Context: an optimization exercise on an open-source flow, tuned for small area and a short achievable clock period. The choices shown serve that exercise and are no tape-out recipe.
Function was not checked in any run shown here: the RTL went through the layout flow alone.

==> design/flow/design.v <==
module mul16_top(
    input clk,
    input [15:0] a,
    input [15:0] b,
    output reg [31:0] res
);
    reg [15:0] a_r, b_r;
    wire [31:0] p;
    multiplier u_mul(.a(a_r), .b(b_r), .res(p));
    always @(posedge clk) begin
        a_r <= a;
        b_r <= b;
        res <= p;
    end
endmodule

module multiplier(
    input [15:0] a,
    input [15:0] b,
    output [31:0] res
);
  wire pp1;
  wire pp2;
  wire pp3;
  wire pp4;
  wire pp5;
  wire pp6;
  wire pp7;
  wire pp8;
  wire pp9;
  wire pp10;
  wire pp11;
  wire pp12;
  wire pp13;
  wire pp14;
  wire pp15;
  wire pp16;
  wire pp17;
  wire pp18;
  wire pp19;
  wire pp20;
  wire pp21;
  wire pp22;
  wire pp23;
  wire pp24;
  wire pp25;
  wire pp26;
  wire pp27;
  wire pp28;
  wire pp29;
  wire pp30;
  wire pp31;
  wire pp32;
  wire pp33;
  wire pp34;
  wire pp35;
  wire pp36;
  wire pp37;
  wire pp38;
  wire pp39;
  wire pp40;
  wire pp41;
  wire pp42;
  wire pp43;
  wire pp44;
  wire pp45;
  wire pp46;
  wire pp47;
  wire pp48;
  wire pp49;
  wire pp50;
  wire pp51;
  wire pp52;
  wire pp53;
  wire pp54;
  wire pp55;
  wire pp56;
  wire pp57;
  wire pp58;
  wire pp59;
  wire pp60;
  wire pp61;
  wire pp62;
  wire pp63;
  wire pp64;
  wire pp65;
  wire pp66;
  wire pp67;
  wire pp68;
  wire pp69;
  wire pp70;
  wire pp71;
  wire pp72;
  wire pp73;
  wire pp74;
  wire pp75;
  wire pp76;
  wire pp77;
  wire pp78;
  wire pp79;
  wire pp80;
  wire pp81;
  wire pp82;
  wire pp83;
  wire pp84;
  wire pp85;
  wire pp86;
  wire pp87;
  wire pp88;
  wire pp89;
  wire pp90;
  wire pp91;
  wire pp92;
  wire pp93;
  wire pp94;
  wire pp95;
  wire pp96;
  wire pp97;
  wire pp98;
  wire pp99;
  wire pp100;
  wire pp101;
  wire pp102;
  wire pp103;
  wire pp104;
  wire pp105;
  wire pp106;
  wire pp107;
  wire pp108;
  wire pp109;
  wire pp110;
  wire pp111;
  wire pp112;
  wire pp113;
  wire pp114;
  wire pp115;
  wire pp116;
  wire pp117;
  wire pp118;
  wire pp119;
  wire pp120;
  wire pp121;
  wire pp122;
  wire pp123;
  wire pp124;
  wire pp125;
  wire pp126;
  wire pp127;
  wire pp128;
  wire pp129;
  wire pp130;
  wire pp131;
  wire pp132;
  wire pp133;
  wire pp134;
  wire pp135;
  wire pp136;
  wire pp137;
  wire pp138;
  wire pp139;
  wire pp140;
  wire pp141;
  wire pp142;
  wire pp143;
  wire pp144;
  wire pp145;
  wire pp146;
  wire pp147;
  wire pp148;
  wire pp149;
  wire pp150;
  wire pp151;
  wire pp152;
  wire pp153;
  wire pp154;
  wire pp155;
  wire pp156;
  wire pp157;
  wire pp158;
  wire pp159;
  wire pp160;
  wire pp161;
  wire pp162;
  wire pp163;
  wire pp164;
  wire pp165;
  wire pp166;
  wire pp167;
  wire pp168;
  wire pp169;
  wire pp170;
  wire pp171;
  wire pp172;
  wire pp173;
  wire pp174;
  wire pp175;
  wire pp176;
  wire pp177;
  wire pp178;
  wire pp179;
  wire pp180;
  wire pp181;
  wire pp182;
  wire pp183;
  wire pp184;
  wire pp185;
  wire pp186;
  wire pp187;
  wire pp188;
  wire pp189;
  wire pp190;
  wire pp191;
  wire pp192;
  wire pp193;
  wire pp194;
  wire pp195;
  wire pp196;
  wire pp197;
  wire pp198;
  wire pp199;
  wire pp200;
  wire pp201;
  wire pp202;
  wire pp203;
  wire pp204;
  wire pp205;
  wire pp206;
  wire pp207;
  wire pp208;
  wire pp209;
  wire pp210;
  wire pp211;
  wire pp212;
  wire pp213;
  wire pp214;
  wire pp215;
  wire pp216;
  wire pp217;
  wire pp218;
  wire pp219;
  wire pp220;
  wire pp221;
  wire pp222;
  wire pp223;
  wire pp224;
  wire pp225;
  wire pp226;
  wire pp227;
  wire pp228;
  wire pp229;
  wire pp230;
  wire pp231;
  wire pp232;
  wire pp233;
  wire pp234;
  wire pp235;
  wire pp236;
  wire pp237;
  wire pp238;
  wire pp239;
  wire pp240;
  wire pp241;
  wire pp242;
  wire pp243;
  wire pp244;
  wire pp245;
  wire pp246;
  wire pp247;
  wire pp248;
  wire pp249;
  wire pp250;
  wire pp251;
  wire pp252;
  wire pp253;
  wire pp254;
  wire pp255;
  wire pp256;
  wire s257;
  wire c258;
  wire s259;
  wire c260;
  wire s261;
  wire c262;
  wire s263;
  wire c264;
  wire s265;
  wire c266;
  wire s267;
  wire c268;
  wire s269;
  wire c270;
  wire s271;
  wire c272;
  wire s273;
  wire c274;
  wire s275;
  wire c276;
  wire s277;
  wire c278;
  wire s279;
  wire c280;
  wire s281;
  wire c282;
  wire s283;
  wire c284;
  wire s285;
  wire c286;
  wire s287;
  wire c288;
  wire s289;
  wire c290;
  wire s291;
  wire c292;
  wire s293;
  wire c294;
  wire s295;
  wire c296;
  wire s297;
  wire c298;
  wire s299;
  wire c300;
  wire s301;
  wire c302;
  wire s303;
  wire c304;
  wire s305;
  wire c306;
  wire s307;
  wire c308;
  wire s309;
  wire c310;
  wire s311;
  wire c312;
  wire s313;
  wire c314;
  wire s315;
  wire c316;
  wire s317;
  wire c318;
  wire s319;
  wire c320;
  wire s321;
  wire c322;
  wire s323;
  wire c324;
  wire s325;
  wire c326;
  wire s327;
  wire c328;
  wire s329;
  wire c330;
  wire s331;
  wire c332;
  wire s333;
  wire c334;
  wire s335;
  wire c336;
  wire s337;
  wire c338;
  wire s339;
  wire c340;
  wire s341;
  wire c342;
  wire s343;
  wire c344;
  wire s345;
  wire c346;
  wire s347;
  wire c348;
  wire s349;
  wire c350;
  wire s351;
  wire c352;
  wire s353;
  wire c354;
  wire s355;
  wire c356;
  wire s357;
  wire c358;
  wire s359;
  wire c360;
  wire s361;
  wire c362;
  wire s363;
  wire c364;
  wire s365;
  wire c366;
  wire s367;
  wire c368;
  wire s369;
  wire c370;
  wire s371;
  wire c372;
  wire s373;
  wire c374;
  wire s375;
  wire c376;
  wire s377;
  wire c378;
  wire s379;
  wire c380;
  wire s381;
  wire c382;
  wire s383;
  wire c384;
  wire s385;
  wire c386;
  wire s387;
  wire c388;
  wire s389;
  wire c390;
  wire s391;
  wire c392;
  wire s393;
  wire c394;
  wire s395;
  wire c396;
  wire s397;
  wire c398;
  wire s399;
  wire c400;
  wire s401;
  wire c402;
  wire s403;
  wire c404;
  wire s405;
  wire c406;
  wire s407;
  wire c408;
  wire s409;
  wire c410;
  wire s411;
  wire c412;
  wire s413;
  wire c414;
  wire s415;
  wire c416;
  wire s417;
  wire c418;
  wire s419;
  wire c420;
  wire s421;
  wire c422;
  wire s423;
  wire c424;
  wire s425;
  wire c426;
  wire s427;
  wire c428;
  wire s429;
  wire c430;
  wire s431;
  wire c432;
  wire s433;
  wire c434;
  wire s435;
  wire c436;
  wire s437;
  wire c438;
  wire s439;
  wire c440;
  wire s441;
  wire c442;
  wire s443;
  wire c444;
  wire s445;
  wire c446;
  wire s447;
  wire c448;
  wire s449;
  wire c450;
  wire s451;
  wire c452;
  wire s453;
  wire c454;
  wire s455;
  wire c456;
  wire s457;
  wire c458;
  wire s459;
  wire c460;
  wire s461;
  wire c462;
  wire s463;
  wire c464;
  wire s465;
  wire c466;
  wire s467;
  wire c468;
  wire s469;
  wire c470;
  wire s471;
  wire c472;
  wire s473;
  wire c474;
  wire s475;
  wire c476;
  wire s477;
  wire c478;
  wire s479;
  wire c480;
  wire s481;
  wire c482;
  wire s483;
  wire c484;
  wire s485;
  wire c486;
  wire s487;
  wire c488;
  wire s489;
  wire c490;
  wire s491;
  wire c492;
  wire s493;
  wire c494;
  wire s495;
  wire c496;
  wire s497;
  wire c498;
  wire s499;
  wire c500;
  wire s501;
  wire c502;
  wire s503;
  wire c504;
  wire s505;
  wire c506;
  wire s507;
  wire c508;
  wire s509;
  wire c510;
  wire s511;
  wire c512;
  wire s513;
  wire c514;
  wire s515;
  wire c516;
  wire s517;
  wire c518;
  wire s519;
  wire c520;
  wire s521;
  wire c522;
  wire s523;
  wire c524;
  wire s525;
  wire c526;
  wire s527;
  wire c528;
  wire s529;
  wire c530;
  wire s531;
  wire c532;
  wire s533;
  wire c534;
  wire s535;
  wire c536;
  wire s537;
  wire c538;
  wire s539;
  wire c540;
  wire s541;
  wire c542;
  wire s543;
  wire c544;
  wire s545;
  wire c546;
  wire s547;
  wire c548;
  wire s549;
  wire c550;
  wire s551;
  wire c552;
  wire s553;
  wire c554;
  wire s555;
  wire c556;
  wire s557;
  wire c558;
  wire s559;
  wire c560;
  wire s561;
  wire c562;
  wire s563;
  wire c564;
  wire s565;
  wire c566;
  wire s567;
  wire c568;
  wire s569;
  wire c570;
  wire s571;
  wire c572;
  wire s573;
  wire c574;
  wire s575;
  wire c576;
  wire s577;
  wire c578;
  wire s579;
  wire c580;
  wire s581;
  wire c582;
  wire s583;
  wire c584;
  wire s585;
  wire c586;
  wire s587;
  wire c588;
  wire s589;
  wire c590;
  wire s591;
  wire c592;
  wire s593;
  wire c594;
  wire s595;
  wire c596;
  wire s597;
  wire c598;
  wire s599;
  wire c600;
  wire s601;
  wire c602;
  wire s603;
  wire c604;
  wire s605;
  wire c606;
  wire s607;
  wire c608;
  wire s609;
  wire c610;
  wire s611;
  wire c612;
  wire s613;
  wire c614;
  wire s615;
  wire c616;
  wire s617;
  wire c618;
  wire s619;
  wire c620;
  wire s621;
  wire c622;
  wire s623;
  wire c624;
  wire s625;
  wire c626;
  wire s627;
  wire c628;
  wire s629;
  wire c630;
  wire s631;
  wire c632;
  wire s633;
  wire c634;
  wire s635;
  wire c636;
  wire s637;
  wire c638;
  wire s639;
  wire c640;
  wire s641;
  wire c642;
  wire s643;
  wire c644;
  wire s645;
  wire c646;
  wire s647;
  wire c648;
  wire s649;
  wire c650;
  wire s651;
  wire c652;
  wire s653;
  wire c654;
  wire s655;
  wire c656;
  wire s657;
  wire c658;
  wire s659;
  wire c660;
  wire s661;
  wire c662;
  wire s663;
  wire c664;
  wire s665;
  wire c666;
  wire s667;
  wire c668;
  wire s669;
  wire c670;
  wire s671;
  wire c672;
  wire s673;
  wire c674;
  wire s675;
  wire c676;
  assign pp1 = ~(a[0] & b[0]);
  assign pp2 = ~(a[1] & b[0]);
  assign pp3 = ~(a[2] & b[0]);
  assign pp4 = ~(a[3] & b[0]);
  assign pp5 = ~(a[4] & b[0]);
  assign pp6 = ~(a[5] & b[0]);
  assign pp7 = ~(a[6] & b[0]);
  assign pp8 = ~(a[7] & b[0]);
  assign pp9 = ~(a[8] & b[0]);
  assign pp10 = ~(a[9] & b[0]);
  assign pp11 = ~(a[10] & b[0]);
  assign pp12 = ~(a[11] & b[0]);
  assign pp13 = ~(a[12] & b[0]);
  assign pp14 = ~(a[13] & b[0]);
  assign pp15 = ~(a[14] & b[0]);
  assign pp16 = ~(a[15] & b[0]);
  assign pp17 = ~(a[0] & b[1]);
  assign pp18 = ~(a[1] & b[1]);
  assign pp19 = ~(a[2] & b[1]);
  assign pp20 = ~(a[3] & b[1]);
  assign pp21 = ~(a[4] & b[1]);
  assign pp22 = ~(a[5] & b[1]);
  assign pp23 = ~(a[6] & b[1]);
  assign pp24 = ~(a[7] & b[1]);
  assign pp25 = ~(a[8] & b[1]);
  assign pp26 = ~(a[9] & b[1]);
  assign pp27 = ~(a[10] & b[1]);
  assign pp28 = ~(a[11] & b[1]);
  assign pp29 = ~(a[12] & b[1]);
  assign pp30 = ~(a[13] & b[1]);
  assign pp31 = ~(a[14] & b[1]);
  assign pp32 = ~(a[15] & b[1]);
  assign pp33 = ~(a[0] & b[2]);
  assign pp34 = ~(a[1] & b[2]);
  assign pp35 = ~(a[2] & b[2]);
  assign pp36 = ~(a[3] & b[2]);
  assign pp37 = ~(a[4] & b[2]);
  assign pp38 = ~(a[5] & b[2]);
  assign pp39 = ~(a[6] & b[2]);
  assign pp40 = ~(a[7] & b[2]);
  assign pp41 = ~(a[8] & b[2]);
  assign pp42 = ~(a[9] & b[2]);
  assign pp43 = ~(a[10] & b[2]);
  assign pp44 = ~(a[11] & b[2]);
  assign pp45 = ~(a[12] & b[2]);
  assign pp46 = ~(a[13] & b[2]);
  assign pp47 = ~(a[14] & b[2]);
  assign pp48 = ~(a[15] & b[2]);
  assign pp49 = ~(a[0] & b[3]);
  assign pp50 = ~(a[1] & b[3]);
  assign pp51 = ~(a[2] & b[3]);
  assign pp52 = ~(a[3] & b[3]);
  assign pp53 = ~(a[4] & b[3]);
  assign pp54 = ~(a[5] & b[3]);
  assign pp55 = ~(a[6] & b[3]);
  assign pp56 = ~(a[7] & b[3]);
  assign pp57 = ~(a[8] & b[3]);
  assign pp58 = ~(a[9] & b[3]);
  assign pp59 = ~(a[10] & b[3]);
  assign pp60 = ~(a[11] & b[3]);
  assign pp61 = ~(a[12] & b[3]);
  assign pp62 = ~(a[13] & b[3]);
  assign pp63 = ~(a[14] & b[3]);
  assign pp64 = ~(a[15] & b[3]);
  assign pp65 = ~(a[0] & b[4]);
  assign pp66 = ~(a[1] & b[4]);
  assign pp67 = ~(a[2] & b[4]);
  assign pp68 = ~(a[3] & b[4]);
  assign pp69 = ~(a[4] & b[4]);
  assign pp70 = ~(a[5] & b[4]);
  assign pp71 = ~(a[6] & b[4]);
  assign pp72 = ~(a[7] & b[4]);
  assign pp73 = ~(a[8] & b[4]);
  assign pp74 = ~(a[9] & b[4]);
  assign pp75 = ~(a[10] & b[4]);
  assign pp76 = ~(a[11] & b[4]);
  assign pp77 = ~(a[12] & b[4]);
  assign pp78 = ~(a[13] & b[4]);
  assign pp79 = ~(a[14] & b[4]);
  assign pp80 = ~(a[15] & b[4]);
  assign pp81 = ~(a[0] & b[5]);
  assign pp82 = ~(a[1] & b[5]);
  assign pp83 = ~(a[2] & b[5]);
  assign pp84 = ~(a[3] & b[5]);
  assign pp85 = ~(a[4] & b[5]);
  assign pp86 = ~(a[5] & b[5]);
  assign pp87 = ~(a[6] & b[5]);
  assign pp88 = ~(a[7] & b[5]);
  assign pp89 = ~(a[8] & b[5]);
  assign pp90 = ~(a[9] & b[5]);
  assign pp91 = ~(a[10] & b[5]);
  assign pp92 = ~(a[11] & b[5]);
  assign pp93 = ~(a[12] & b[5]);
  assign pp94 = ~(a[13] & b[5]);
  assign pp95 = ~(a[14] & b[5]);
  assign pp96 = ~(a[15] & b[5]);
  assign pp97 = ~(a[0] & b[6]);
  assign pp98 = ~(a[1] & b[6]);
  assign pp99 = ~(a[2] & b[6]);
  assign pp100 = ~(a[3] & b[6]);
  assign pp101 = ~(a[4] & b[6]);
  assign pp102 = ~(a[5] & b[6]);
  assign pp103 = ~(a[6] & b[6]);
  assign pp104 = ~(a[7] & b[6]);
  assign pp105 = ~(a[8] & b[6]);
  assign pp106 = ~(a[9] & b[6]);
  assign pp107 = ~(a[10] & b[6]);
  assign pp108 = ~(a[11] & b[6]);
  assign pp109 = ~(a[12] & b[6]);
  assign pp110 = ~(a[13] & b[6]);
  assign pp111 = ~(a[14] & b[6]);
  assign pp112 = ~(a[15] & b[6]);
  assign pp113 = ~(a[0] & b[7]);
  assign pp114 = ~(a[1] & b[7]);
  assign pp115 = ~(a[2] & b[7]);
  assign pp116 = ~(a[3] & b[7]);
  assign pp117 = ~(a[4] & b[7]);
  assign pp118 = ~(a[5] & b[7]);
  assign pp119 = ~(a[6] & b[7]);
  assign pp120 = ~(a[7] & b[7]);
  assign pp121 = ~(a[8] & b[7]);
  assign pp122 = ~(a[9] & b[7]);
  assign pp123 = ~(a[10] & b[7]);
  assign pp124 = ~(a[11] & b[7]);
  assign pp125 = ~(a[12] & b[7]);
  assign pp126 = ~(a[13] & b[7]);
  assign pp127 = ~(a[14] & b[7]);
  assign pp128 = ~(a[15] & b[7]);
  assign pp129 = ~(a[0] & b[8]);
  assign pp130 = ~(a[1] & b[8]);
  assign pp131 = ~(a[2] & b[8]);
  assign pp132 = ~(a[3] & b[8]);
  assign pp133 = ~(a[4] & b[8]);
  assign pp134 = ~(a[5] & b[8]);
  assign pp135 = ~(a[6] & b[8]);
  assign pp136 = ~(a[7] & b[8]);
  assign pp137 = ~(a[8] & b[8]);
  assign pp138 = ~(a[9] & b[8]);
  assign pp139 = ~(a[10] & b[8]);
  assign pp140 = ~(a[11] & b[8]);
  assign pp141 = ~(a[12] & b[8]);
  assign pp142 = ~(a[13] & b[8]);
  assign pp143 = ~(a[14] & b[8]);
  assign pp144 = ~(a[15] & b[8]);
  assign pp145 = ~(a[0] & b[9]);
  assign pp146 = ~(a[1] & b[9]);
  assign pp147 = ~(a[2] & b[9]);
  assign pp148 = ~(a[3] & b[9]);
  assign pp149 = ~(a[4] & b[9]);
  assign pp150 = ~(a[5] & b[9]);
  assign pp151 = ~(a[6] & b[9]);
  assign pp152 = ~(a[7] & b[9]);
  assign pp153 = ~(a[8] & b[9]);
  assign pp154 = ~(a[9] & b[9]);
  assign pp155 = ~(a[10] & b[9]);
  assign pp156 = ~(a[11] & b[9]);
  assign pp157 = ~(a[12] & b[9]);
  assign pp158 = ~(a[13] & b[9]);
  assign pp159 = ~(a[14] & b[9]);
  assign pp160 = ~(a[15] & b[9]);
  assign pp161 = ~(a[0] & b[10]);
  assign pp162 = ~(a[1] & b[10]);
  assign pp163 = ~(a[2] & b[10]);
  assign pp164 = ~(a[3] & b[10]);
  assign pp165 = ~(a[4] & b[10]);
  assign pp166 = ~(a[5] & b[10]);
  assign pp167 = ~(a[6] & b[10]);
  assign pp168 = ~(a[7] & b[10]);
  assign pp169 = ~(a[8] & b[10]);
  assign pp170 = ~(a[9] & b[10]);
  assign pp171 = ~(a[10] & b[10]);
  assign pp172 = ~(a[11] & b[10]);
  assign pp173 = ~(a[12] & b[10]);
  assign pp174 = ~(a[13] & b[10]);
  assign pp175 = ~(a[14] & b[10]);
  assign pp176 = ~(a[15] & b[10]);
  assign pp177 = ~(a[0] & b[11]);
  assign pp178 = ~(a[1] & b[11]);
  assign pp179 = ~(a[2] & b[11]);
  assign pp180 = ~(a[3] & b[11]);
  assign pp181 = ~(a[4] & b[11]);
  assign pp182 = ~(a[5] & b[11]);
  assign pp183 = ~(a[6] & b[11]);
  assign pp184 = ~(a[7] & b[11]);
  assign pp185 = ~(a[8] & b[11]);
  assign pp186 = ~(a[9] & b[11]);
  assign pp187 = ~(a[10] & b[11]);
  assign pp188 = ~(a[11] & b[11]);
  assign pp189 = ~(a[12] & b[11]);
  assign pp190 = ~(a[13] & b[11]);
  assign pp191 = ~(a[14] & b[11]);
  assign pp192 = ~(a[15] & b[11]);
  assign pp193 = ~(a[0] & b[12]);
  assign pp194 = ~(a[1] & b[12]);
  assign pp195 = ~(a[2] & b[12]);
  assign pp196 = ~(a[3] & b[12]);
  assign pp197 = ~(a[4] & b[12]);
  assign pp198 = ~(a[5] & b[12]);
  assign pp199 = ~(a[6] & b[12]);
  assign pp200 = ~(a[7] & b[12]);
  assign pp201 = ~(a[8] & b[12]);
  assign pp202 = ~(a[9] & b[12]);
  assign pp203 = ~(a[10] & b[12]);
  assign pp204 = ~(a[11] & b[12]);
  assign pp205 = ~(a[12] & b[12]);
  assign pp206 = ~(a[13] & b[12]);
  assign pp207 = ~(a[14] & b[12]);
  assign pp208 = ~(a[15] & b[12]);
  assign pp209 = ~(a[0] & b[13]);
  assign pp210 = ~(a[1] & b[13]);
  assign pp211 = ~(a[2] & b[13]);
  assign pp212 = ~(a[3] & b[13]);
  assign pp213 = ~(a[4] & b[13]);
  assign pp214 = ~(a[5] & b[13]);
  assign pp215 = ~(a[6] & b[13]);
  assign pp216 = ~(a[7] & b[13]);
  assign pp217 = ~(a[8] & b[13]);
  assign pp218 = ~(a[9] & b[13]);
  assign pp219 = ~(a[10] & b[13]);
  assign pp220 = ~(a[11] & b[13]);
  assign pp221 = ~(a[12] & b[13]);
  assign pp222 = ~(a[13] & b[13]);
  assign pp223 = ~(a[14] & b[13]);
  assign pp224 = ~(a[15] & b[13]);
  assign pp225 = ~(a[0] & b[14]);
  assign pp226 = ~(a[1] & b[14]);
  assign pp227 = ~(a[2] & b[14]);
  assign pp228 = ~(a[3] & b[14]);
  assign pp229 = ~(a[4] & b[14]);
  assign pp230 = ~(a[5] & b[14]);
  assign pp231 = ~(a[6] & b[14]);
  assign pp232 = ~(a[7] & b[14]);
  assign pp233 = ~(a[8] & b[14]);
  assign pp234 = ~(a[9] & b[14]);
  assign pp235 = ~(a[10] & b[14]);
  assign pp236 = ~(a[11] & b[14]);
  assign pp237 = ~(a[12] & b[14]);
  assign pp238 = ~(a[13] & b[14]);
  assign pp239 = ~(a[14] & b[14]);
  assign pp240 = ~(a[15] & b[14]);
  assign pp241 = ~(a[0] & b[15]);
  assign pp242 = ~(a[1] & b[15]);
  assign pp243 = ~(a[2] & b[15]);
  assign pp244 = ~(a[3] & b[15]);
  assign pp245 = ~(a[4] & b[15]);
  assign pp246 = ~(a[5] & b[15]);
  assign pp247 = ~(a[6] & b[15]);
  assign pp248 = ~(a[7] & b[15]);
  assign pp249 = ~(a[8] & b[15]);
  assign pp250 = ~(a[9] & b[15]);
  assign pp251 = ~(a[10] & b[15]);
  assign pp252 = ~(a[11] & b[15]);
  assign pp253 = ~(a[12] & b[15]);
  assign pp254 = ~(a[13] & b[15]);
  assign pp255 = ~(a[14] & b[15]);
  assign pp256 = ~(a[15] & b[15]);
  mul_fa u_s257 (.a(pp104), .b(pp119), .ci(1'b1), .s(s257), .co(c258));
  mul_fa u_s259 (.a(pp105), .b(pp120), .ci(pp135), .s(s259), .co(c260));
  mul_fa u_s261 (.a(pp15), .b(pp150), .ci(1'b1), .s(s261), .co(c262));
  mul_fa u_s263 (.a(pp106), .b(pp121), .ci(pp136), .s(s263), .co(c264));
  mul_fa u_s265 (.a(pp151), .b(pp16), .ci(pp166), .s(s265), .co(c266));
  mul_fa u_s267 (.a(pp181), .b(pp196), .ci(1'b1), .s(s267), .co(c268));
  mul_fa u_s269 (.a(pp107), .b(pp122), .ci(pp137), .s(s269), .co(c270));
  mul_fa u_s271 (.a(pp152), .b(pp167), .ci(pp182), .s(s271), .co(c272));
  mul_fa u_s273 (.a(pp197), .b(pp212), .ci(1'b1), .s(s273), .co(c274));
  mul_fa u_s275 (.a(pp108), .b(pp123), .ci(pp138), .s(s275), .co(c276));
  mul_fa u_s277 (.a(pp153), .b(pp168), .ci(pp183), .s(s277), .co(c278));
  mul_fa u_s279 (.a(pp109), .b(pp124), .ci(pp139), .s(s279), .co(c280));
  mul_fa u_s281 (.a(pp10), .b(pp100), .ci(1'b1), .s(s281), .co(c282));
  mul_fa u_s283 (.a(pp101), .b(pp11), .ci(pp116), .s(s283), .co(c284));
  mul_fa u_s285 (.a(pp131), .b(pp146), .ci(1'b1), .s(s285), .co(c286));
  mul_fa u_s287 (.a(pp102), .b(pp117), .ci(pp12), .s(s287), .co(c288));
  mul_fa u_s289 (.a(pp132), .b(pp147), .ci(pp162), .s(s289), .co(c290));
  mul_fa u_s291 (.a(pp177), .b(pp27), .ci(1'b1), .s(s291), .co(c292));
  mul_fa u_s293 (.a(pp103), .b(pp118), .ci(pp13), .s(s293), .co(c294));
  mul_fa u_s295 (.a(pp133), .b(pp148), .ci(pp163), .s(s295), .co(c296));
  mul_fa u_s297 (.a(pp178), .b(pp193), .ci(pp28), .s(s297), .co(c298));
  mul_fa u_s299 (.a(pp43), .b(pp58), .ci(1'b1), .s(s299), .co(c300));
  mul_fa u_s301 (.a(pp134), .b(pp14), .ci(pp149), .s(s301), .co(c302));
  mul_fa u_s303 (.a(pp164), .b(pp179), .ci(pp194), .s(s303), .co(c304));
  mul_fa u_s305 (.a(pp209), .b(pp29), .ci(pp44), .s(s305), .co(c306));
  mul_fa u_s307 (.a(pp59), .b(pp74), .ci(pp89), .s(s307), .co(c308));
  mul_fa u_s309 (.a(pp165), .b(pp180), .ci(pp195), .s(s309), .co(c310));
  mul_fa u_s311 (.a(pp210), .b(pp225), .ci(pp30), .s(s311), .co(c312));
  mul_fa u_s313 (.a(pp45), .b(pp60), .ci(pp75), .s(s313), .co(c314));
  mul_fa u_s315 (.a(pp90), .b(c258), .ci(s261), .s(s315), .co(c316));
  mul_fa u_s317 (.a(pp211), .b(pp226), .ci(pp241), .s(s317), .co(c318));
  mul_fa u_s319 (.a(pp31), .b(pp46), .ci(pp61), .s(s319), .co(c320));
  mul_fa u_s321 (.a(pp76), .b(pp91), .ci(c262), .s(s321), .co(c322));
  mul_fa u_s323 (.a(s267), .b(c260), .ci(s263), .s(s323), .co(c324));
  mul_fa u_s325 (.a(pp227), .b(pp242), .ci(pp32), .s(s325), .co(c326));
  mul_fa u_s327 (.a(pp47), .b(pp62), .ci(pp77), .s(s327), .co(c328));
  mul_fa u_s329 (.a(pp92), .b(c268), .ci(s273), .s(s329), .co(c330));
  mul_fa u_s331 (.a(c264), .b(c266), .ci(s269), .s(s331), .co(c332));
  mul_fa u_s333 (.a(pp198), .b(pp213), .ci(pp228), .s(s333), .co(c334));
  mul_fa u_s335 (.a(pp243), .b(pp48), .ci(pp63), .s(s335), .co(c336));
  mul_fa u_s337 (.a(pp78), .b(pp93), .ci(c274), .s(s337), .co(c338));
  mul_fa u_s339 (.a(c270), .b(c272), .ci(s275), .s(s339), .co(c340));
  mul_fa u_s341 (.a(pp154), .b(pp169), .ci(pp184), .s(s341), .co(c342));
  mul_fa u_s343 (.a(pp199), .b(pp214), .ci(pp229), .s(s343), .co(c344));
  mul_fa u_s345 (.a(pp244), .b(pp64), .ci(pp79), .s(s345), .co(c346));
  mul_fa u_s347 (.a(pp94), .b(c276), .ci(c278), .s(s347), .co(c348));
  mul_fa u_s349 (.a(pp110), .b(pp125), .ci(pp140), .s(s349), .co(c350));
  mul_fa u_s351 (.a(pp155), .b(pp170), .ci(pp185), .s(s351), .co(c352));
  mul_fa u_s353 (.a(pp200), .b(pp215), .ci(pp230), .s(s353), .co(c354));
  mul_fa u_s355 (.a(pp245), .b(pp80), .ci(pp95), .s(s355), .co(c356));
  mul_fa u_s357 (.a(pp111), .b(pp126), .ci(pp141), .s(s357), .co(c358));
  mul_fa u_s359 (.a(pp156), .b(pp171), .ci(pp186), .s(s359), .co(c360));
  mul_fa u_s361 (.a(pp201), .b(pp216), .ci(pp231), .s(s361), .co(c362));
  mul_fa u_s363 (.a(pp112), .b(pp127), .ci(pp142), .s(s363), .co(c364));
  mul_fa u_s365 (.a(pp157), .b(pp172), .ci(pp187), .s(s365), .co(c366));
  mul_fa u_s367 (.a(pp128), .b(pp143), .ci(pp158), .s(s367), .co(c368));
  mul_fa u_s369 (.a(pp22), .b(pp37), .ci(1'b1), .s(s369), .co(c370));
  mul_fa u_s371 (.a(pp113), .b(pp23), .ci(pp38), .s(s371), .co(c372));
  mul_fa u_s373 (.a(pp53), .b(pp68), .ci(1'b1), .s(s373), .co(c374));
  mul_fa u_s375 (.a(pp114), .b(pp129), .ci(pp24), .s(s375), .co(c376));
  mul_fa u_s377 (.a(pp39), .b(pp54), .ci(pp69), .s(s377), .co(c378));
  mul_fa u_s379 (.a(pp84), .b(pp9), .ci(1'b1), .s(s379), .co(c380));
  mul_fa u_s381 (.a(pp115), .b(pp130), .ci(pp145), .s(s381), .co(c382));
  mul_fa u_s383 (.a(pp25), .b(pp40), .ci(pp55), .s(s383), .co(c384));
  mul_fa u_s385 (.a(pp70), .b(pp85), .ci(s281), .s(s385), .co(c386));
  mul_fa u_s387 (.a(pp161), .b(pp26), .ci(pp41), .s(s387), .co(c388));
  mul_fa u_s389 (.a(pp56), .b(pp71), .ci(pp86), .s(s389), .co(c390));
  mul_fa u_s391 (.a(c282), .b(s285), .ci(s283), .s(s391), .co(c392));
  mul_fa u_s393 (.a(pp42), .b(pp57), .ci(pp72), .s(s393), .co(c394));
  mul_fa u_s395 (.a(pp87), .b(c286), .ci(s291), .s(s395), .co(c396));
  mul_fa u_s397 (.a(c284), .b(s287), .ci(s289), .s(s397), .co(c398));
  mul_fa u_s399 (.a(pp73), .b(pp88), .ci(c292), .s(s399), .co(c400));
  mul_fa u_s401 (.a(s299), .b(c288), .ci(c290), .s(s401), .co(c402));
  mul_fa u_s403 (.a(s293), .b(s295), .ci(s297), .s(s403), .co(c404));
  mul_fa u_s405 (.a(c300), .b(s257), .ci(c294), .s(s405), .co(c406));
  mul_fa u_s407 (.a(c296), .b(c298), .ci(s301), .s(s407), .co(c408));
  mul_fa u_s409 (.a(s303), .b(s305), .ci(s307), .s(s409), .co(c410));
  mul_fa u_s411 (.a(c302), .b(c304), .ci(c306), .s(s411), .co(c412));
  mul_fa u_s413 (.a(c308), .b(s259), .ci(s309), .s(s413), .co(c414));
  mul_fa u_s415 (.a(s311), .b(s313), .ci(s315), .s(s415), .co(c416));
  mul_fa u_s417 (.a(c310), .b(c312), .ci(c314), .s(s417), .co(c418));
  mul_fa u_s419 (.a(s265), .b(s317), .ci(s319), .s(s419), .co(c420));
  mul_fa u_s421 (.a(s321), .b(c316), .ci(s323), .s(s421), .co(c422));
  mul_fa u_s423 (.a(c318), .b(c320), .ci(s271), .s(s423), .co(c424));
  mul_fa u_s425 (.a(s325), .b(s327), .ci(c322), .s(s425), .co(c426));
  mul_fa u_s427 (.a(s329), .b(c324), .ci(s331), .s(s427), .co(c428));
  mul_fa u_s429 (.a(c326), .b(c328), .ci(s277), .s(s429), .co(c430));
  mul_fa u_s431 (.a(s333), .b(s335), .ci(s337), .s(s431), .co(c432));
  mul_fa u_s433 (.a(c330), .b(c332), .ci(s339), .s(s433), .co(c434));
  mul_fa u_s435 (.a(c334), .b(c336), .ci(s279), .s(s435), .co(c436));
  mul_fa u_s437 (.a(s341), .b(s343), .ci(s345), .s(s437), .co(c438));
  mul_fa u_s439 (.a(c338), .b(c340), .ci(s347), .s(s439), .co(c440));
  mul_fa u_s441 (.a(c280), .b(c342), .ci(c344), .s(s441), .co(c442));
  mul_fa u_s443 (.a(c346), .b(s349), .ci(s351), .s(s443), .co(c444));
  mul_fa u_s445 (.a(s353), .b(s355), .ci(c348), .s(s445), .co(c446));
  mul_fa u_s447 (.a(pp246), .b(pp96), .ci(c350), .s(s447), .co(c448));
  mul_fa u_s449 (.a(c352), .b(c354), .ci(c356), .s(s449), .co(c450));
  mul_fa u_s451 (.a(s357), .b(s359), .ci(s361), .s(s451), .co(c452));
  mul_fa u_s453 (.a(pp202), .b(pp217), .ci(pp232), .s(s453), .co(c454));
  mul_fa u_s455 (.a(pp247), .b(c358), .ci(c360), .s(s455), .co(c456));
  mul_fa u_s457 (.a(c362), .b(s363), .ci(s365), .s(s457), .co(c458));
  mul_fa u_s459 (.a(pp173), .b(pp188), .ci(pp203), .s(s459), .co(c460));
  mul_fa u_s461 (.a(pp218), .b(pp233), .ci(pp248), .s(s461), .co(c462));
  mul_fa u_s463 (.a(c364), .b(c366), .ci(s367), .s(s463), .co(c464));
  mul_fa u_s465 (.a(pp144), .b(pp159), .ci(pp174), .s(s465), .co(c466));
  mul_fa u_s467 (.a(pp189), .b(pp204), .ci(pp219), .s(s467), .co(c468));
  mul_fa u_s469 (.a(pp234), .b(pp249), .ci(c368), .s(s469), .co(c470));
  mul_fa u_s471 (.a(pp160), .b(pp175), .ci(pp190), .s(s471), .co(c472));
  mul_fa u_s473 (.a(pp205), .b(pp220), .ci(pp235), .s(s473), .co(c474));
  mul_fa u_s475 (.a(pp176), .b(pp191), .ci(pp206), .s(s475), .co(c476));
  mul_fa u_s477 (.a(pp20), .b(pp35), .ci(1'b1), .s(s477), .co(c478));
  mul_fa u_s479 (.a(pp21), .b(pp36), .ci(pp51), .s(s479), .co(c480));
  mul_fa u_s481 (.a(pp6), .b(pp66), .ci(1'b1), .s(s481), .co(c482));
  mul_fa u_s483 (.a(pp52), .b(pp67), .ci(pp7), .s(s483), .co(c484));
  mul_fa u_s485 (.a(pp82), .b(pp97), .ci(s369), .s(s485), .co(c486));
  mul_fa u_s487 (.a(pp8), .b(pp83), .ci(pp98), .s(s487), .co(c488));
  mul_fa u_s489 (.a(c370), .b(s373), .ci(s371), .s(s489), .co(c490));
  mul_fa u_s491 (.a(pp99), .b(c374), .ci(s379), .s(s491), .co(c492));
  mul_fa u_s493 (.a(c372), .b(s375), .ci(s377), .s(s493), .co(c494));
  mul_fa u_s495 (.a(c380), .b(c376), .ci(c378), .s(s495), .co(c496));
  mul_fa u_s497 (.a(s381), .b(s383), .ci(s385), .s(s497), .co(c498));
  mul_fa u_s499 (.a(c382), .b(c384), .ci(s387), .s(s499), .co(c500));
  mul_fa u_s501 (.a(s389), .b(c386), .ci(s391), .s(s501), .co(c502));
  mul_fa u_s503 (.a(c388), .b(c390), .ci(s393), .s(s503), .co(c504));
  mul_fa u_s505 (.a(s395), .b(c392), .ci(s397), .s(s505), .co(c506));
  mul_fa u_s507 (.a(c394), .b(s399), .ci(c396), .s(s507), .co(c508));
  mul_fa u_s509 (.a(c398), .b(s401), .ci(s403), .s(s509), .co(c510));
  mul_fa u_s511 (.a(c400), .b(c402), .ci(s405), .s(s511), .co(c512));
  mul_fa u_s513 (.a(c404), .b(s407), .ci(s409), .s(s513), .co(c514));
  mul_fa u_s515 (.a(c406), .b(c408), .ci(c410), .s(s515), .co(c516));
  mul_fa u_s517 (.a(s411), .b(s413), .ci(s415), .s(s517), .co(c518));
  mul_fa u_s519 (.a(c412), .b(c414), .ci(s417), .s(s519), .co(c520));
  mul_fa u_s521 (.a(s419), .b(c416), .ci(s421), .s(s521), .co(c522));
  mul_fa u_s523 (.a(c418), .b(c420), .ci(s423), .s(s523), .co(c524));
  mul_fa u_s525 (.a(s425), .b(c422), .ci(s427), .s(s525), .co(c526));
  mul_fa u_s527 (.a(c424), .b(s429), .ci(c426), .s(s527), .co(c528));
  mul_fa u_s529 (.a(s431), .b(c428), .ci(s433), .s(s529), .co(c530));
  mul_fa u_s531 (.a(c430), .b(s435), .ci(s437), .s(s531), .co(c532));
  mul_fa u_s533 (.a(c432), .b(c434), .ci(s439), .s(s533), .co(c534));
  mul_fa u_s535 (.a(c436), .b(c438), .ci(s441), .s(s535), .co(c536));
  mul_fa u_s537 (.a(s443), .b(c440), .ci(s445), .s(s537), .co(c538));
  mul_fa u_s539 (.a(c442), .b(s447), .ci(c444), .s(s539), .co(c540));
  mul_fa u_s541 (.a(s449), .b(s451), .ci(c446), .s(s541), .co(c542));
  mul_fa u_s543 (.a(s453), .b(c448), .ci(c450), .s(s543), .co(c544));
  mul_fa u_s545 (.a(c452), .b(s455), .ci(s457), .s(s545), .co(c546));
  mul_fa u_s547 (.a(c454), .b(s459), .ci(s461), .s(s547), .co(c548));
  mul_fa u_s549 (.a(c456), .b(c458), .ci(s463), .s(s549), .co(c550));
  mul_fa u_s551 (.a(c460), .b(c462), .ci(s465), .s(s551), .co(c552));
  mul_fa u_s553 (.a(s467), .b(c464), .ci(s469), .s(s553), .co(c554));
  mul_fa u_s555 (.a(pp250), .b(c466), .ci(c468), .s(s555), .co(c556));
  mul_fa u_s557 (.a(s471), .b(s473), .ci(c470), .s(s557), .co(c558));
  mul_fa u_s559 (.a(pp221), .b(pp236), .ci(pp251), .s(s559), .co(c560));
  mul_fa u_s561 (.a(c472), .b(c474), .ci(s475), .s(s561), .co(c562));
  mul_fa u_s563 (.a(pp192), .b(pp207), .ci(pp222), .s(s563), .co(c564));
  mul_fa u_s565 (.a(pp237), .b(pp252), .ci(c476), .s(s565), .co(c566));
  mul_fa u_s567 (.a(pp208), .b(pp223), .ci(pp238), .s(s567), .co(c568));
  mul_fa u_s569 (.a(pp19), .b(pp34), .ci(1'b1), .s(s569), .co(c570));
  mul_fa u_s571 (.a(pp5), .b(pp50), .ci(pp65), .s(s571), .co(c572));
  mul_fa u_s573 (.a(pp81), .b(c478), .ci(s481), .s(s573), .co(c574));
  mul_fa u_s575 (.a(c482), .b(c480), .ci(s483), .s(s575), .co(c576));
  mul_fa u_s577 (.a(c484), .b(s487), .ci(c486), .s(s577), .co(c578));
  mul_fa u_s579 (.a(c488), .b(s491), .ci(c490), .s(s579), .co(c580));
  mul_fa u_s581 (.a(c492), .b(c494), .ci(s495), .s(s581), .co(c582));
  mul_fa u_s583 (.a(c496), .b(s499), .ci(c498), .s(s583), .co(c584));
  mul_fa u_s585 (.a(c500), .b(s503), .ci(c502), .s(s585), .co(c586));
  mul_fa u_s587 (.a(c504), .b(s507), .ci(c506), .s(s587), .co(c588));
  mul_fa u_s589 (.a(c508), .b(c510), .ci(s511), .s(s589), .co(c590));
  mul_fa u_s591 (.a(c512), .b(c514), .ci(s515), .s(s591), .co(c592));
  mul_fa u_s593 (.a(c516), .b(s519), .ci(c518), .s(s593), .co(c594));
  mul_fa u_s595 (.a(c520), .b(s523), .ci(c522), .s(s595), .co(c596));
  mul_fa u_s597 (.a(c524), .b(s527), .ci(c526), .s(s597), .co(c598));
  mul_fa u_s599 (.a(s531), .b(c528), .ci(c530), .s(s599), .co(c600));
  mul_fa u_s601 (.a(c532), .b(s535), .ci(c534), .s(s601), .co(c602));
  mul_fa u_s603 (.a(c536), .b(s539), .ci(s541), .s(s603), .co(c604));
  mul_fa u_s605 (.a(c540), .b(s543), .ci(s545), .s(s605), .co(c606));
  mul_fa u_s607 (.a(s547), .b(c544), .ci(c546), .s(s607), .co(c608));
  mul_fa u_s609 (.a(c548), .b(s551), .ci(c550), .s(s609), .co(c610));
  mul_fa u_s611 (.a(c552), .b(s555), .ci(s557), .s(s611), .co(c612));
  mul_fa u_s613 (.a(s559), .b(c556), .ci(s561), .s(s613), .co(c614));
  mul_fa u_s615 (.a(c560), .b(s563), .ci(c562), .s(s615), .co(c616));
  mul_fa u_s617 (.a(pp253), .b(c564), .ci(s567), .s(s617), .co(c618));
  mul_fa u_s619 (.a(pp224), .b(pp239), .ci(pp254), .s(s619), .co(c620));
  mul_fa u_s621 (.a(pp18), .b(pp3), .ci(1'b1), .s(s621), .co(c622));
  mul_fa u_s623 (.a(pp4), .b(pp49), .ci(s569), .s(s623), .co(c624));
  mul_fa u_s625 (.a(c570), .b(s477), .ci(s571), .s(s625), .co(c626));
  mul_fa u_s627 (.a(c572), .b(s479), .ci(s573), .s(s627), .co(c628));
  mul_fa u_s629 (.a(c574), .b(s485), .ci(s575), .s(s629), .co(c630));
  mul_fa u_s631 (.a(c576), .b(s489), .ci(s577), .s(s631), .co(c632));
  mul_fa u_s633 (.a(s493), .b(c578), .ci(s579), .s(s633), .co(c634));
  mul_fa u_s635 (.a(s497), .b(c580), .ci(s581), .s(s635), .co(c636));
  mul_fa u_s637 (.a(c582), .b(s501), .ci(s583), .s(s637), .co(c638));
  mul_fa u_s639 (.a(s505), .b(c584), .ci(s585), .s(s639), .co(c640));
  mul_fa u_s641 (.a(s509), .b(c586), .ci(s587), .s(s641), .co(c642));
  mul_fa u_s643 (.a(s513), .b(c588), .ci(s589), .s(s643), .co(c644));
  mul_fa u_s645 (.a(s517), .b(c590), .ci(s591), .s(s645), .co(c646));
  mul_fa u_s647 (.a(c592), .b(s521), .ci(s593), .s(s647), .co(c648));
  mul_fa u_s649 (.a(s525), .b(c594), .ci(s595), .s(s649), .co(c650));
  mul_fa u_s651 (.a(s529), .b(c596), .ci(s597), .s(s651), .co(c652));
  mul_fa u_s653 (.a(s533), .b(c598), .ci(s599), .s(s653), .co(c654));
  mul_fa u_s655 (.a(s537), .b(c600), .ci(s601), .s(s655), .co(c656));
  mul_fa u_s657 (.a(c538), .b(c602), .ci(s603), .s(s657), .co(c658));
  mul_fa u_s659 (.a(c542), .b(s605), .ci(c604), .s(s659), .co(c660));
  mul_fa u_s661 (.a(s549), .b(c606), .ci(s607), .s(s661), .co(c662));
  mul_fa u_s663 (.a(s553), .b(c608), .ci(s609), .s(s663), .co(c664));
  mul_fa u_s665 (.a(c554), .b(s611), .ci(c610), .s(s665), .co(c666));
  mul_fa u_s667 (.a(c558), .b(s613), .ci(c612), .s(s667), .co(c668));
  mul_fa u_s669 (.a(s565), .b(c614), .ci(s615), .s(s669), .co(c670));
  mul_fa u_s671 (.a(c566), .b(s617), .ci(c616), .s(s671), .co(c672));
  mul_fa u_s673 (.a(c568), .b(s619), .ci(c618), .s(s673), .co(c674));
  mul_fa u_s675 (.a(pp240), .b(pp255), .ci(c620), .s(s675), .co(c676));
  wire [31:0] fx = {1'b1, pp256, s675, s673, s671, s669, s667, c664, c662, s661, s659, c656, c654, c652, c650, c648, c646, c644, c642, c640, c638, c636, c634, c632, c630, c628, c626, c624, c622, pp33, pp17, pp1};
  wire [31:0] fy = {1'b1, c676, c674, c672, c670, c668, c666, s665, s663, c660, c658, s657, s655, s653, s651, s649, s647, s645, s643, s641, s639, s637, s635, s633, s631, s629, s627, s625, s623, s621, pp2, 1'b1};
  assign res = ~(fx + fy + 32'd1);
endmodule
module mul_fa(input a, input b, input ci, output s, output co);
  assign s = a ^ b ^ ci;
  assign co = (a & b) | (a & ci) | (b & ci);
endmodule
==> design/flow/run.sh <==
#!/bin/bash
# synth_recipe.tcl (not shown) runs the flow's synth.tcl, then flattens the netlist and writes it again
# the make line also repeats each setting of config.mk as NAME=value (left out here)
make -C /OpenROAD-flow-scripts/flow DESIGN_CONFIG=/design/flow/config.mk WORK_HOME=/design/flow/orfs CLKGATE_MAP_FILE= SYNTH_SCRIPT=/design/flow/synth_recipe.tcl finish
==> design/flow/config.mk <==
export PLATFORM = sky130hd
export DESIGN_NAME = mul16_top
export DESIGN_NICKNAME = mul16_top
export VERILOG_FILES = /design/flow/design.v
export SDC_FILE = /design/flow/constraint.sdc
export NUM_CORES = 4
export LEC_CHECK = 0
export CAP_MARGIN = 20
export CORE_MARGIN = 2
export CORE_UTILIZATION = 40
export SLEW_MARGIN = 20
export SYNTH_HIERARCHICAL = 1
==> design/flow/constraint.sdc <==
create_clock -name core_clock -period 22.0 [get_ports {clk}]
set_input_delay 4.4000 -clock core_clock [delete_from_list [all_inputs] [get_ports {clk}]]
set_output_delay 4.4000 -clock core_clock [all_outputs]
set_load 0.01 [all_outputs]
==> results of run 1 <==
[routing by layer]
layer	vias up	share of wire	global-route usage	wire length (um)
met4	0	0.035	0.08429	789
met1	3183	0.40	0.2631	8898
met3	47	0.053	0.04116	1172
met5	-	0	0	0
met2	222	0.51	0.3560	11460
li1	2701	-	-	-
[cells in the mapped netlist (2+ instances only)]
| master | count |
|---|---|
| a21o_1 | 12 |
| nor2_1 | 19 |
| a31oi_1 | 4 |
| a211o_1 | 2 |
| xnor2_1 | 7 |
| o21bai_1 | 4 |
| o311ai_0 | 2 |
| nand3_2 | 2 |
| buf_4 | 3 |
| or4_1 | 2 |
| nand2b_1 | 4 |
| o21ai_2 | 3 |
| o211ai_1 | 3 |
| dfxtp_1 | 64 |
| o21ai_0 | 11 |
| inv_1 | 8 |
| nand4_1 | 4 |
| buf_2 | 3 |
| o2111ai_1 | 2 |
| clkbuf_1 | 65 |
| ha_1 | 30 |
| fa_1 | 211 |
| and2_1 | 6 |
| a21oi_1 | 28 |
| a21oi_2 | 4 |
| a211oi_1 | 2 |
| nand3_1 | 8 |
| o21a_1 | 2 |
| nor2b_1 | 3 |
| a41oi_1 | 2 |
| xor2_1 | 16 |
| nand2_1 | 280 |
| nor4_1 | 2 |
| nor3_1 | 5 |
[Yosys stat by module (local to each module, per instance)]
| module | flip-flops and latches | cell area, sq um | cells | copies in the design |
|---|---|---|---|---|
| multiplier | 0 | 2987 | 571 | 1 |
| mul16_top | 64 | 1281 | 64 | 1 |
| mul_fa | 0 | 20.02 | 1 | 210 |
[through the flow]
| step | cell area, sq um | instances |
|---|---|---|
| global placement | 9243 | 1129 |
| floorplan | 8524 | 859 |
| detailed placement | 9243 | 1129 |
| finish | 9529 | 1145 |
| global route | 9529 | 1145 |
| CTS | 9529 | 1145 |
[layout make-up]
type,count,area [sq um]
Clock buffer,14,274.0
Clock inverter,2,12.51
Fill cell,2025,11360
Inverter,8,30.03
Multi-Input combinational cell,716,6932
Sequential cell,64,1281
Tap cell,275,344.1
Timing Repair Buffer,66,655.6
[cells by family after synthesis]
logic type,after synthesis,synth area share
other,1,0.0004426
buffers and inverters,79,0.03677
adder cells (fa/ha/maj),241,0.5429
XOR/XNOR,23,0.02378
AO/OA/AOI/OAI,93,0.07783
flip-flops,64,0.1512
AND/OR/NAND/NOR,344,0.1670
[worst max-delay path by stage]
stage                               start         endpoint  slack (ns)  depth (start not counted)
after floorplan           b_r[12]$_DFF_P_  res[25]$_DFF_P_       16.71                         16
after global placement     a_r[4]$_DFF_P_  res[28]$_DFF_P_       16.34                         15
after detailed placement   a_r[4]$_DFF_P_  res[28]$_DFF_P_       16.24                         15
after CTS                  a_r[4]$_DFF_P_  res[28]$_DFF_P_       16.22                         15
after global routing       a_r[3]$_DFF_P_  res[26]$_DFF_P_       15.91                         15
final                      a_r[4]$_DFF_P_  res[28]$_DFF_P_       16.16                         15
[state kept, by name, summed over array words and instances (netlist names)]
| register | count |
|---|---|
| a_r | 16 |
| b_r | 16 |
| res | 32 |
[worst register-to-register path: stages (launching register included)]
cell       delay, ns
dfxtp_1         0.82
nand2_1         0.18
fa_1            0.54
fa_1            0.58
fa_1            0.46
fa_1            0.39
fa_1            0.50
fa_1            0.41
ha_1            0.44
and2_1          0.29
nand2_1         0.08
nor2_1          0.14
o2111ai_1       0.21
a21oi_2         0.37
and4_1          0.25
nor3_2          0.05
==> results.yml, run 1 <==
status:
  status: "timing/DRC/antenna clean"
synth:
  yosysTopAreaCell: "fa_1"
  avgSynthCellArea_sq_um: 10.03
  syn_inst: 845
  synth-seq-cells: 64
  syn_area_sq_um: 8472
  async_flop_share: 0
  synth_seq_area_share: 0.1512
  synth_edf_count: 0
  synth-warning-count: 7
  synthFlopType: "dfxtp_1"
  synth_top_area_frac: 0.4986
  synth_cell_types: 56
  synth_area_leaders: "fa_1 50%, dfxtp_1 15%, nand2_1 12%"
timing:
  tightest_slew_ns: 0.9077
  maxSlewViolCount: 0
  grt_setup_unrepaired: "no"
  fmax_ghz: 0.1712
  fin_ws_ns: 16.16
  fin_crit_sh: 0.2655
  clock-skew-final_ns: 0.01124
  finalHoldViolCount: 0
  period_minus_slack_ns: 5.841
  fin_hold_ws_ns: 0.7997
  setup_viol: 0
  fin_setup_tns_ns: 0
  slew_headroom: 0.3940
clocking:
  cts_tree: "done"
  htree_levels: 3
  cts_num_sinks: 64
  clockBufferDepth: 2
  clk_pin_slew_ns: 0.06
  post_cts_resized: 0
  hold_buffers: 0
  cts_buffers: 9
  cts_setup_buffers: 0
  cts_root_buffer: "clkbuf_16"
  insertion_delay_ns: 0.35
global_routing:
  grt_pass1_vias: 6640
  grt_util_all_layers: 0.2096
  antenna_found_initial: 0
  grt_max_degree: 17
  overflow: 0
  grt_pass1_wl_mm: 35.58
setup_path:
  crit_arrival_ns: 6.07
  path_max_fanout: 16
  cp_cell_sequence: "nand2_1 > fa_1 > fa_1 > fa_1 > fa_1 > fa_1 > fa_1 > ha_1 > and2_1 > nand2_1 > nor2_1 > o2111ai_1 > a21oi_2 > and4_1 > nor3_2"
  critPathKind: "flip-flop to flip-flop"
  rr_worst_depth: 15
  cpPeakStageDelay_ns: 0.82
  slowest_stage: "dfxtp_1"
  path_delay_family: "adder cells"
  r2r_slack_ns: 16.16
  cp.required_ns: 22.23
  reg2reg_to: "res[28]$_DFF_P_"
  cp-end-kind: "flip-flop"
  worstReg2RegStart: "a_r[4]$_DFF_P_"
  crit_path_start_kind: "flip-flop"
  path_buf_inv: 0
  crit_top_cell: "fa_1"
run:
  maxCapViolCount: 0
detailed_routing:
  wl_per_cell_um: 19.49
  via_per_inst: 5.374
  dr.pass1.iters: 5
  wirelength_mm: 22.32
  drc_errors: 0
  first_iter_violations: 298
  vias: 6153
  final_antenna_net_count: 0
hold_path:
  hp-start: "b_r[15]$_DFF_P_"
  whs_path_depth: 4
  hold_path_class: "flip-flop to flip-flop"
  min_to: "res[31]$_DFF_P_"
finish:
  final_util: 0.4562
  final_common_cell: "nand2_1"
  diodes: 0
  area_delta_synth_final_pct: 12.48
  nNetsFinal: 1139
  final_layout_size_suffix_gt1_frac: 0.04023
  layout_common_cells: "280 x nand2_1, 211 x fa_1, 64 x dfxtp_1, 64 x clkdlybuf4s50_1, 30 x ha_1"
place:
  gp_congestion: 0.8806
  hpwlAfterDp_mm: 16.65
  dpl_worst_slack_ns: 16.24
  io_buffers: 64
floorplanning:
  core_area_sq_um: 20890
  rows: 53
  die_h_um: 149.5
  initial_utilization: 0.4056
  io-pin-count: 65
  die-area_sq_um: 22360
  die_width_um: 149.5
==> run 2: changes to the inputs <==
==> design/flow/flow/run.sh (new file) <==
#!/bin/bash
# Own layout flow: the standard ORFS flow (standard.sh), with
#  - port buffers of a small, fast buffer cell instead of the default delay buffer,
#  - clock tree built from one buffer type and without dummy loads.
#  - timing repair aiming for setup slack above a margin, so that the design is sized for
#    the period it can reach rather than left at minimum size by the loose clock.
# Every tool's output goes to standard.log here; ORFS keeps per-step logs in orfs/logs.
set -euo pipefail
cd "$(dirname "$0")/.."
export BUFFER_PORTS_ARGS="-buffer_cell sky130_fd_sc_hd__buf_1"
export CTS_ARGS="-sink_clustering_enable -repair_clock_nets -dont_use_dummy_load -buf_list sky130_fd_sc_hd__clkbuf_8"
export SETUP_SLACK_MARGIN=16.7
bash standard.sh > standard.log 2>&1
==> design/flow/standard.sh (new file) <==
#!/bin/bash
# synth_recipe.tcl (not shown) runs the flow's synth.tcl, then flattens the netlist and writes it again
# the make line also repeats each setting of config.mk as NAME=value (left out here)
make -C /OpenROAD-flow-scripts/flow DESIGN_CONFIG=/design/flow/config.mk WORK_HOME=/design/flow/orfs CLKGATE_MAP_FILE= SYNTH_SCRIPT=/design/flow/synth_recipe.tcl "${@:-finish}"
removed: design/flow/run.sh
==> run 2 against run 1 <==
Area after synthesis stayed put. Flip-flop and latch count did not move. Cell area fell by 0.34%. Clock-buffer cell count decreased by 5.
==> results.yml, run 2 <==
synth:
  async_flop_share: 0
  yosysMostFrequentCell: "nand2_1"
  ys_top_cells_by_count: "280 x nand2_1, 211 x fa_1, 65 x clkbuf_1, 64 x dfxtp_1, 30 x ha_1"
  synth_cell_types: 56
  syn_area_sq_um: 8472
  synth_area_leaders: "fa_1 50%, dfxtp_1 15%, nand2_1 12%"
  synth_edf_count: 0
  synth_seq_area_share: 0.1512
  avgSynthCellArea_sq_um: 10.03
  synthFlopType: "dfxtp_1"
  synth-seq-cells: 64
  yosysTopAreaCell: "fa_1"
  syn_inst: 845
  synth-warning-count: 7
  synth_top_area_frac: 0.4986
clocking:
  hold_buffers: 0
  cts_tree: "done"
  clockBufferDepth: 2
  clk_pin_slew_ns: 0.07
  insertion_delay_ns: 0.37
  cts_num_sinks: 64
  cts_buffers: 9
  htree_levels: 3
  cts_root_buffer: "clkbuf_8"
setup_path:
  cp-end-kind: "output port"
  path_buf_inv: 1
  crit_arrival_ns: 0.84
  cp.required_ns: 17.60
  slowest_stage: "dfxtp_1"
  path_delay_family: "flip-flops"
  r2r_slack_ns: 16.87
  crit_path_start_kind: "flip-flop"
  path_max_fanout: 1
  cp_cell_sequence: "buf_1"
  cpPeakStageDelay_ns: 0.32
  critPathKind: "flip-flop to output port"
place:
  placed_area_sq_um: 8835
  hpwlAfterDp_mm: 16.63
  dp.cells: 1128
  io_buffers: 64
  gp_congestion: 0.8429
  dpl_worst_slack_ns: 16.18
global_routing:
  antenna_found_initial: 0
  grt_pass1_wl_mm: 34.89
  grt_util_all_layers: 0.2078
  overflow: 0
  grt_pass1_vias: 6497
  grt_max_degree: 17
timing:
  grt_setup_unrepaired: "no"
  clock-skew-final_ns: 0.01994
  fin_ws_ns: 16.76
  setup_viol: 0
  fin_setup_tns_ns: 0
  maxSlewViolCount: 0
  period_minus_slack_ns: 5.235
  fin_crit_sh: 0.2380
  fmax_ghz: 0.1910
  finalHoldViolCount: 0
finish:
  layout_common_cells: "280 x nand2_1, 211 x fa_1, 63 x buf_1"
  nNetsFinal: 1189
  area_delta_synth_final_pct: 12.10
  final_common_cell: "nand2_1"
  largest_reg_flops: 32
  largestRegisters: "res x32, a_r x16, b_r x16"
  regMostFlops: "res"
  instances_no_fill: 1188
  finalInstanceArea_sq_um: 9497
  diodes: 0
  final_layout_size_suffix_gt1_frac: 0.1336
detailed_routing:
  first_iter_violations: 408
  dr.pass1.iters: 5
  final_antenna_net_count: 0
  wirelength_mm: 22.64
  wl_per_cell_um: 19.05
  drc_errors: 0
  vias: 6384
  via_per_inst: 5.374
floorplanning:
  core_area_sq_um: 20890
  io-pin-count: 65
  die_h_um: 149.5
  rows: 53
  die-area_sq_um: 22360
  initial_utilization: 0.4056
  die_width_um: 149.5
status:
  status: "timing/DRC/antenna clean"
hold_path:
  hold_path_class: "flip-flop to flip-flop"
run:
  maxCapViolCount: 0
[run 2: worst paths after layout]
check                                     start               to  depth (start not counted)
worst min register to register   b_r[0]$_DFF_P_   res[0]$_DFF_P_                          1
worst max register to register   b_r[0]$_DFF_P_  res[26]$_DFF_P_                         15
worst min-delay path             b_r[0]$_DFF_P_   res[0]$_DFF_P_                          1
worst max-delay path            res[26]$_DFF_P_          res[26]                          1
[run 2: Yosys stat by module, one instance, submodules excluded]
module      cells inside  area, sq um
multiplier           571         2987
mul_fa                 1        20.02
mul16_top             64         1281
[run 2: routing by layer]
metal | GRT usage | vias to the layer above | wire (um)
met1 | 0.2687 | 3326 | 9163
li1 | - | 2786 | -
met3 | 0.04268 | 42 | 1292
met4 | 0.07667 | 0 | 646
met2 | 0.3461 | 230 | 11530
met5 | 0 | - | 0
[run 2: final cells by class]
type	instances	area, sq um
Tap cell	275	344.1
Fill cell	1998	11390
Clock buffer	9	123.9
Multi-Input combinational cell	716	6993
Sequential cell	64	1374
Inverter	8	30.03
Timing Repair Buffer	116	631.9
[run 2: metrics by stage]
step / hold WS (ns) / utilization
floorplan: 0.5126 / -
global placement: 0.7941 / 0.4229
detailed placement: 0.7919 / 0.4229
CTS: 0.6070 / 0.4343
global route: 0.6129 / 0.4546
finish: 0.5928 / 0.4546
[run 2: kinds of logic (layout without fill, tap and decap cells)]
| logic type | after synthesis | in the layout | synth area share |
|---|---|---|---|
| compound gates | 93 | 93 | 0.07783 |
| buf+inv | 79 | 133 | 0.03677 |
| xor+xnor | 23 | 23 | 0.02378 |
| simple gates | 344 | 344 | 0.1670 |
| flops | 64 | 64 | 0.1512 |
| other cells | 1 | 15 | 0.0004426 |
| fa+ha+maj | 241 | 241 | 0.5429 |
[run 2: what timing repair did]
action                     CTS  global route
pin swaps                    1             2
hold endpoints to repair     0             0
resized for setup           44            24
setup buffers                5            46
setup endpoints to repair   14            12

port drivers added, routing unchanged:
The results above use ideal ports. As a check the final layouts listed here were re-extracted and re-timed, cells and wires unchanged. Step 1 sets driving cells, clkbuf_16 on the clock port and buf_2 on the other inputs (assumed; they add their load-dependent delay and slew). Step 2 moves the port delays by t, midway between the first and last clock arrival at a register: inputs arrive t later, outputs are due t later. That takes back most of the time a late clock gives input paths. Three values: ideal ports, drivers, drivers and shift; two values: the first two.
| run | t (ns) | setup WS [ns] | hold WS [ns] | slew at the worst register clock pin (ns) |
|---|---|---|---|---|
| run 1 | 0.387 | 16.159 / 16.159 / 16.159 | 0.800 / 0.800 / 0.800 | 0.06 / 0.06 |
| run 2 | 0.399 | 16.765 / 16.725 / 16.872 | 0.593 / 0.593 / 0.593 | 0.08 / 0.08 |
After both steps setup and hold are still met in every run listed.
